What follows belongs to an exercise in optimizing a design on an open flow for small area; a production flow would make more cautious choices. The RTL was checked by simulation tests, not by an equivalence proof against the original design. No activity file was given, so power comes from the tool's default toggle rates.

==> flow/design.v <==
module some_registers
  (
   input wire        pclk,
   input wire        preset_n,
   input wire        penable,
   input wire [7:0]  paddr,
   input wire        pwrite,
   input wire [31:0] pwdata,
   input wire [3:0]  pstrb,
   input wire [2:0]  pprot,
   input wire        psel,
   output wire [31:0] prdata,
   output wire       pready
);
   wire [1:0]        wordaddr;
   reg               phase;            
   reg [31:0]        slot0 [1:0];      
   reg [31:0]        slot1 [1:0];      
   assign wordaddr = paddr[3:2];
   assign pready = 1'b1;
   wire              rslot = wordaddr[0] ^ phase;
   assign prdata = rslot ? slot1[wordaddr[1]] : slot0[wordaddr[1]];
   wire              wr = psel & pwrite & rslot;
   always @(posedge pclk or negedge preset_n)
     if (!preset_n)
       phase <= 1'b0;
     else
       phase <= !phase;
   genvar            p, b;
   generate
      for (p = 0; p < 2; p = p + 1) begin : pair
         for (b = 0; b < 4; b = b + 1) begin : lane
            always @(posedge pclk) begin
               if (wr & (wordaddr[1] == p) & pstrb[b])
                 slot0[p][8*b +: 8] <= pwdata[8*b +: 8];
               else
                 slot0[p][8*b +: 8] <= slot1[p][8*b +: 8];
               slot1[p][8*b +: 8] <= slot0[p][8*b +: 8];
            end
         end
      end
   endgenerate
endmodule
module pwm_controller
  #(parameter WIDTH = 16)
  (
   input wire        pclk,
   input wire        preset_n,
   input wire        penable,
   input wire [7:0]  paddr,
   input wire        pwrite,
   input wire [31:0] pwdata,
   input wire [3:0]  pstrb,
   input wire [2:0]  pprot,
   input wire        psel,
   output wire [31:0] prdata,
   output wire       pready,
   output wire       pwm_out
);
   reg [WIDTH-1:0]   counter;
   reg [WIDTH-1:0]   climit_n;       
   reg [WIDTH-1:0]   onlimit_n;      
   reg               climit_set;
   reg               onlimit_set;
   wire              addr0 = (paddr == 8'h0);
   wire              wr = psel & !penable & pwrite;
   function automatic ge_n;
      input [WIDTH-1:0] a;
      input [WIDTH-1:0] b_n;
      integer i;
      reg c;
      begin
         c = 1'b1;
         for (i = 0; i < WIDTH; i = i + 1)
           c = (a[i] & b_n[i]) | (a[i] & c) | (b_n[i] & c);
         ge_n = c;
      end
   endfunction
   assign pwm_out = onlimit_set & !ge_n(counter, onlimit_n);
   assign pready = 1'b1;
   wire              rd_c = addr0 & climit_set;
   wire              rd_o = !addr0 & onlimit_set;
   assign prdata = {{(32-WIDTH){1'b0}},
                    ~(({WIDTH{!rd_c}} | climit_n) & ({WIDTH{!rd_o}} | onlimit_n))};
   always @(posedge pclk or negedge preset_n)
     if(!preset_n) begin
        counter <= {WIDTH{1'b0}};
        climit_set <= 1'b0;
        onlimit_set <= 1'b0;
     end else begin
        if (wr) begin
           if (addr0)
             climit_set <= 1'b1;
           else
             onlimit_set <= 1'b1;
        end
        if (!climit_set || ge_n(counter, climit_n))
          counter <= {WIDTH{1'b0}};
        else
          counter <= counter + 1'b1;
     end
   always @(posedge pclk)
     if (wr) begin
        if (addr0)
          climit_n <= ~pwdata[WIDTH-1:0];
        else
          onlimit_n <= ~pwdata[WIDTH-1:0];
     end
endmodule
module apb_periph
  (
   input wire        pclk,
   input wire        preset_n,
   input wire        penable,
   input wire [7:0]  paddr,
   input wire        pwrite,
   input wire [31:0] pwdata,
   input wire [3:0]  pstrb,
   input wire [2:0]  pprot,
   input wire        psel1,
   output wire [31:0] prdata1,
   output wire       pready1,
   input wire        psel2,
   output wire [31:0] prdata2,
   output wire       pready2,
   output wire       led
);
   some_registers some_registers0
     (
      .pclk(pclk),
      .preset_n(preset_n),
      .penable(penable),
      .paddr(paddr),
      .pwrite(pwrite),
      .pwdata(pwdata),
      .pstrb(pstrb),
      .pprot(pprot),
      .psel(psel1),
      .prdata(prdata1),
      .pready(pready1)
      );
   pwm_controller pwm_controller0
     (
      .pclk(pclk),
      .preset_n(preset_n),
      .penable(penable),
      .paddr(paddr),
      .pwrite(pwrite),
      .pwdata(pwdata),
      .pstrb(pstrb),
      .pprot(pprot),
      .psel(psel2),
      .prdata(prdata2),
      .pready(pready2),
      .pwm_out(led)
      );
endmodule
==> flow/config.mk <==
export PLATFORM = sky130hd
export DESIGN_NAME = apb_periph
export DESIGN_NICKNAME = apb_periph
export VERILOG_FILES = /design/flow/design.v
export SDC_FILE = /design/flow/constraint.sdc
export NUM_CORES = 4
export LEC_CHECK = 0
export CAP_MARGIN = 20
export CORE_MARGIN = 2
export CORE_UTILIZATION = 40
export SLEW_MARGIN = 20
==> flow/constraint.sdc <==
create_clock -name core_clock -period 5.0 [get_ports {pclk}]
set_input_delay 1.0000 -clock core_clock [delete_from_list [all_inputs] [get_ports {pclk}]]
set_output_delay 1.0000 -clock core_clock [all_outputs]
set_load 0.01 [all_outputs]
standard.sh (not shown) runs the stock make flow with config.mk's settings and CLKGATE_MAP_FILE= SYNTH_SCRIPT=/design/flow/synth_recipe.tcl, a recipe that flattens the netlist after the stock synthesis.
==> flow/flow/run.sh <==
#!/bin/bash
# Standard ORFS layout with these changes:
#  - synthesis maps logic with an area-oriented ABC script (flow/abc.script)
#    in place of ORFS's speed script; everything else in synthesis, and so
#    every register, is as the standard synthesis makes it;
#  - ports are buffered with the smallest buffer (buf_1);
#  - clock tree synthesis uses clkbuf_8 and inserts no dummy loads.
set -euo pipefail
W=$(pwd)
rm -rf "$W/scripts_abc"
cp -r "$FLOW_HOME/scripts" "$W/scripts_abc"
cp "$W/flow/abc.script" "$W/scripts_abc/abc_speed.script"
bash standard.sh "SCRIPTS_DIR=$W/scripts_abc" synth > synth.log 2>&1
bash standard.sh \
  "BUFFER_PORTS_ARGS=-buffer_cell sky130_fd_sc_hd__buf_1" \
  "CTS_ARGS=-sink_clustering_enable -repair_clock_nets -dont_use_dummy_load -buf_list sky130_fd_sc_hd__clkbuf_8" \
  finish > layout.log 2>&1
==> flow/flow/abc.script <==
strash
&get -n
&st
&synch2
&dch -f
&nf -R 1000
&put
Rerun with:
--- a/flow/design.v
+++ b/flow/design.v
@@ -61,11 +61,11 @@
    reg [WIDTH-1:0]   climit_n;       
    reg [WIDTH-1:0]   onlimit_n;      
    reg               climit_set;
    reg               onlimit_set;
    wire              addr0 = (paddr == 8'h0);
-   wire              wr = psel & !penable & pwrite;
+   wire              wr = psel & pwrite;
    function automatic ge_n;
       input [WIDTH-1:0] a;
       input [WIDTH-1:0] b_n;
       integer i;
       reg c;
@@ -82,25 +82,25 @@
    wire              rd_o = !addr0 & onlimit_set;
    assign prdata = {{(32-WIDTH){1'b0}},
                     ~(({WIDTH{!rd_c}} | climit_n) & ({WIDTH{!rd_o}} | onlimit_n))};
    always @(posedge pclk or negedge preset_n)
      if(!preset_n) begin
-        counter <= {WIDTH{1'b0}};
         climit_set <= 1'b0;
         onlimit_set <= 1'b0;
      end else begin
         if (wr) begin
            if (addr0)
              climit_set <= 1'b1;
            else
              onlimit_set <= 1'b1;
         end
-        if (!climit_set || ge_n(counter, climit_n))
-          counter <= {WIDTH{1'b0}};
-        else
-          counter <= counter + 1'b1;
      end
+   always @(posedge pclk)
+     if (!climit_set || ge_n(counter, climit_n))
+       counter <= {WIDTH{1'b0}};
+     else
+       counter <= counter + 1'b1;
    always @(posedge pclk)
      if (wr) begin
         if (addr0)
           climit_n <= ~pwdata[WIDTH-1:0];
         else
After rerunning: Non-clock buffer count decreases by 3; first-iteration DRC count increases by 10%; fmax increases by 1.5%; worst setup slack gains 0.059 ns; total power is about the same; routed wire length increases by 0.96%; combinational power hardly moves; critical path depth stays the same; core utilization increases by 0.60 points.

## afterwards: timing with drivers on the ports
The flow's constraints put no driver on any port. The routed layouts listed below were extracted and timed again, unchanged, in two steps.
Step 1, drivers: a clkbuf_16 drives pclk and a buf_2 each remaining input, both assumed.
Step 2 adds t to the input delays and takes it off the output delays; t is the mean of the earliest and latest rising clock arrival at the registers after step 1. Input paths then give back, and output paths get back, about the clock's delay inside the block.
Slacks: ideal / step 1 / step 2; pairs: ideal / step 1.
run | shift t [ns] | setup WS [ns] | worst register clock-pin slew, ns | worst slew at a driven data input, ns
the first run | 0.464 | 1.090 / 1.058 / 1.435 | 0.09 / 0.09 | 0.06
the second run | 0.454 | 1.149 / 1.114 / 1.276 | 0.09 / 0.09 | 0.06
After both steps every run listed still meets setup and hold.
